This is an optimization exercise on Yosys and OpenROAD, whose aim is small area, a short achievable clock period and few clock cycles, not a production implementation.
In this exercise RTL edits were held to simulation tests only and were not proved equivalent to the original.
No driver is modelled on the clock port, so clock power and skew are understated where the tree is cut down; a real chip needs a root buffer or a tree.
No activity file was given, so power comes from the tool's default toggle rates.

Setup of exp/delta:
==> flow/design.v (excerpt) <==
module matriscarpici #(parameter M=8)(
    input clk,
    input rst,
    input [M-1:0] matris_veri,
    input matris_gecerli,
    output reg [2*M+1:0] carpim_veri,
    output reg carpim_gecerli
    );
For scale: ~11000 µm² of cells after synthesis.
Settings: LEC_CHECK=0, CAP_MARGIN=20, CORE_MARGIN=2, CORE_UTILIZATION=55, CTS_CLUSTER_DIAMETER=150, CTS_CLUSTER_SIZE=24, PLACE_DENSITY=0.7, SLEW_MARGIN=20; clock period 9.0 ns.
standard.sh (not shown) runs the stock make flow with config.mk's settings and CLKGATE_MAP_FILE= SYNTH_SCRIPT=/design/flow/synth_recipe.tcl, a recipe that flattens the netlist after the stock synthesis.
==> flow/flow/run.sh <==
#!/bin/bash
set -euo pipefail
bash standard.sh SETUP_SLACK_MARGIN=6.3 "BUFFER_PORTS_ARGS=-buffer_cell sky130_fd_sc_hd__buf_4" finish > standard.log 2>&1
Per the final summary, exp/delta finished and its layout is clean on timing, DRC and antenna.
Testbench counts of exp/delta, summed over its fixed seeds: cycles 10,248.
## Diff of input files: exp/juniper against exp/delta
- CORE_UTILIZATION changed from 55 to 40
- CTS_CLUSTER_SIZE changed from 24 to 26
- PLACE_DENSITY changed from 0.7 to 0.6
==> flow/flow/run.sh <==
#!/bin/bash
set -euo pipefail
ARGS=(SETUP_SLACK_MARGIN=6.2 "BUFFER_PORTS_ARGS=-buffer_cell sky130_fd_sc_hd__buf_2")
bash standard.sh "${ARGS[@]}" cts > standard_cts.log 2>&1
RES=orfs/results/sky130hd/matriscarpici/base openroad -no_init -exit flow/flatten_clock.tcl > flatten_clock.log 2>&1
bash standard.sh "${ARGS[@]}" finish > standard.log 2>&1
==> flow/flow/flatten_clock.tcl (new file) <==
# Take out the clock tree's middle level: the leaf clock buffers are driven
# straight from the root buffer, which shortens the clock path of every
# register alike. The dummy clock loads CTS added for balancing go too.
set res $::env(RES)
read_db $res/4_cts.odb
set block [ord::get_db_block]
set root_net [$block findNet clknet_0_clk]
if {$root_net eq "NULL" || $root_net eq ""} { error "no clknet_0_clk" }
set mids {}
foreach inst [$block getInsts] {
  set n [$inst getName]
  if {[string match "clkbuf_1_*" $n]} { lappend mids $inst }
}
foreach inst $mids {
  set name [$inst getName]
  set out [[$inst findITerm X] getNet]
  set loads {}
  foreach it [$out getITerms] {
    if {[$it getInst] ne $inst} { lappend loads $it }
  }
  odb::dbInst_destroy $inst
  foreach it $loads {
    set li [$it getInst]
    if {[string match "clkload*" [$li getName]]} {
      odb::dbInst_destroy $li
    } else {
      $it connect $root_net
    }
  }
  odb::dbNet_destroy $out
  puts "removed $name -> [llength $loads] loads moved"
}
# leaf-level dummy loads
foreach inst [$block getInsts] {
  set name [$inst getName]
  if {[string match "clkload*" $name]} {
    puts "removed dummy load $name"
    odb::dbInst_destroy $inst
  }
}
write_db $res/4_cts.odb
Notes after the runs:
For final cell count, dividing the value from exp/juniper by the value from exp/delta gives 1.08.
Looking at total number of nets in the final design, exp/juniper sits 8 lower than exp/delta does.
Compared with exp/delta, exp/juniper shows a layout buffer count excluding clock buffers that is about 8% lower.
Changes in exp/lagoon relative to exp/juniper:
- swapping 26 for 30 in CTS_CLUSTER_SIZE
==> flow/flow/run.sh <==
#!/bin/bash
set -euo pipefail
bash standard.sh SETUP_SLACK_MARGIN=6.0 "BUFFER_PORTS_ARGS=-buffer_cell sky130_fd_sc_hd__buf_4" finish > standard.log 2>&1
removed: flow/flow/flatten_clock.tcl
On exp/lagoon: register-to-register slack is 100 ps lower than what exp/juniper gave.
Of exp/lagoon and exp/juniper, exp/lagoon shows the lower highest clock frequency the design can meet, with exp/juniper above it.
exp/lagoon vs. exp/juniper: path depth of the worst reg2reg path went down by 2.
Cmp exp/lagoon and exp/juniper / wire length reported by the detailed router / higher: exp/juniper
Relative to exp/juniper, cell area after layout decreased by 1.2% in exp/lagoon.
On register cell area after layout, exp/lagoon and exp/juniper are neck and neck.
diff inputs: exp/lagoon => exp/tundra
- clearing CTS_CLUSTER_DIAMETER, which used to be 150
- clearing CTS_CLUSTER_SIZE, which used to be 30
==> flow/run.sh (new file) <==
#!/bin/bash
# synth_recipe.tcl (not shown) runs the flow's synth.tcl, then flattens the netlist and writes it again
# the make line also repeats each setting of config.mk as NAME=value (left out here)
make -C /OpenROAD-flow-scripts/flow DESIGN_CONFIG=/design/flow/config.mk WORK_HOME=/design/flow/orfs CLKGATE_MAP_FILE= SYNTH_SCRIPT=/design/flow/synth_recipe.tcl finish
removed: flow/flow/run.sh
removed: flow/standard.sh
==> comparison <==
exp/tundra: done, clean on timing, DRC and antenna
When exp/tundra is measured against exp/lagoon, its share of post-route cells with drive strength above 1 turns out 0.90 points lower.
Re sum of negative setup slack: no difference whatsoever between exp/lagoon and exp/tundra.
The portion of the clock cycle consumed by the worst path in the final layout of exp/tundra exceeds that of exp/lagoon by 3.9 points.
Timing endpoint of the critical path = carpim_veri[11]: exp/lagoon; timing endpoint of the critical path = carpim_veri[15]: exp/tundra
[exp/tundra] register share of the cell area fell 2.0 points relative to exp/lagoon
For exp/raven, these inputs were changed with respect to exp/tundra:
- CTS_CLUSTER_DIAMETER now 150, previously not set
- CTS_CLUSTER_SIZE now 26, previously not set
==> flow/flow/run.sh (new file) <==
#!/bin/bash
set -euo pipefail
bash standard.sh SETUP_SLACK_MARGIN=6.0 "BUFFER_PORTS_ARGS=-buffer_cell sky130_fd_sc_hd__buf_2" finish > standard.log 2>&1
==> flow/standard.sh (new file) <==
#!/bin/bash
# synth_recipe.tcl (not shown) runs the flow's synth.tcl, then flattens the netlist and writes it again
# the make line also repeats each setting of config.mk as NAME=value (left out here)
make -C /OpenROAD-flow-scripts/flow DESIGN_CONFIG=/design/flow/config.mk WORK_HOME=/design/flow/orfs CLKGATE_MAP_FILE= SYNTH_SCRIPT=/design/flow/synth_recipe.tcl "${@:-finish}"
removed: flow/run.sh
--- outcome ---
- The depth of the worst register-to-register path of exp/raven falls short of that of exp/tundra by 4.
- Summary of exp/raven over exp/tundra: effective utilization at floorplan comparable; worst voltage drop across the vdd grid now smaller; count of clock-buffer cells in the layout now smaller; post-route cell area now smaller.
- Taking exp/tundra as the reference, in exp/raven total power down 0.33 mW, clock-cell share of area down 3.0 points.

separate check: timing with driven ports:
In the flow no input, the clock included, has a driving cell. The finished layouts below were timed again as built, in two steps.
Step 1, drivers: a clkbuf_16 drives clk and a buf_2 each remaining input, both assumed.
Step 2 moves the port delays by t, midway between the first and last clock arrival at a register: inputs arrive t later, outputs are due t later. That takes back most of the time a late clock gives input paths.
Three values: ideal ports, drivers, drivers and shift; two values: the first two.
run	shift t [ns]	slack for setup (ns)	worst register clock-pin slew, ns
exp/delta	0.508	6.068 / 6.024 / 6.305	0.10 / 0.10
exp/juniper	0.457	6.172 / 6.124 / 6.202	0.11 / 0.11
exp/lagoon	0.517	6.079 / 6.034 / 6.103	0.12 / 0.12
exp/tundra	0.556	5.727 / 5.681 / 5.888	0.06 / 0.06
exp/raven	0.522	6.098 / 6.049 / 6.148	0.11 / 0.11
After both steps every run listed still meets setup and hold.
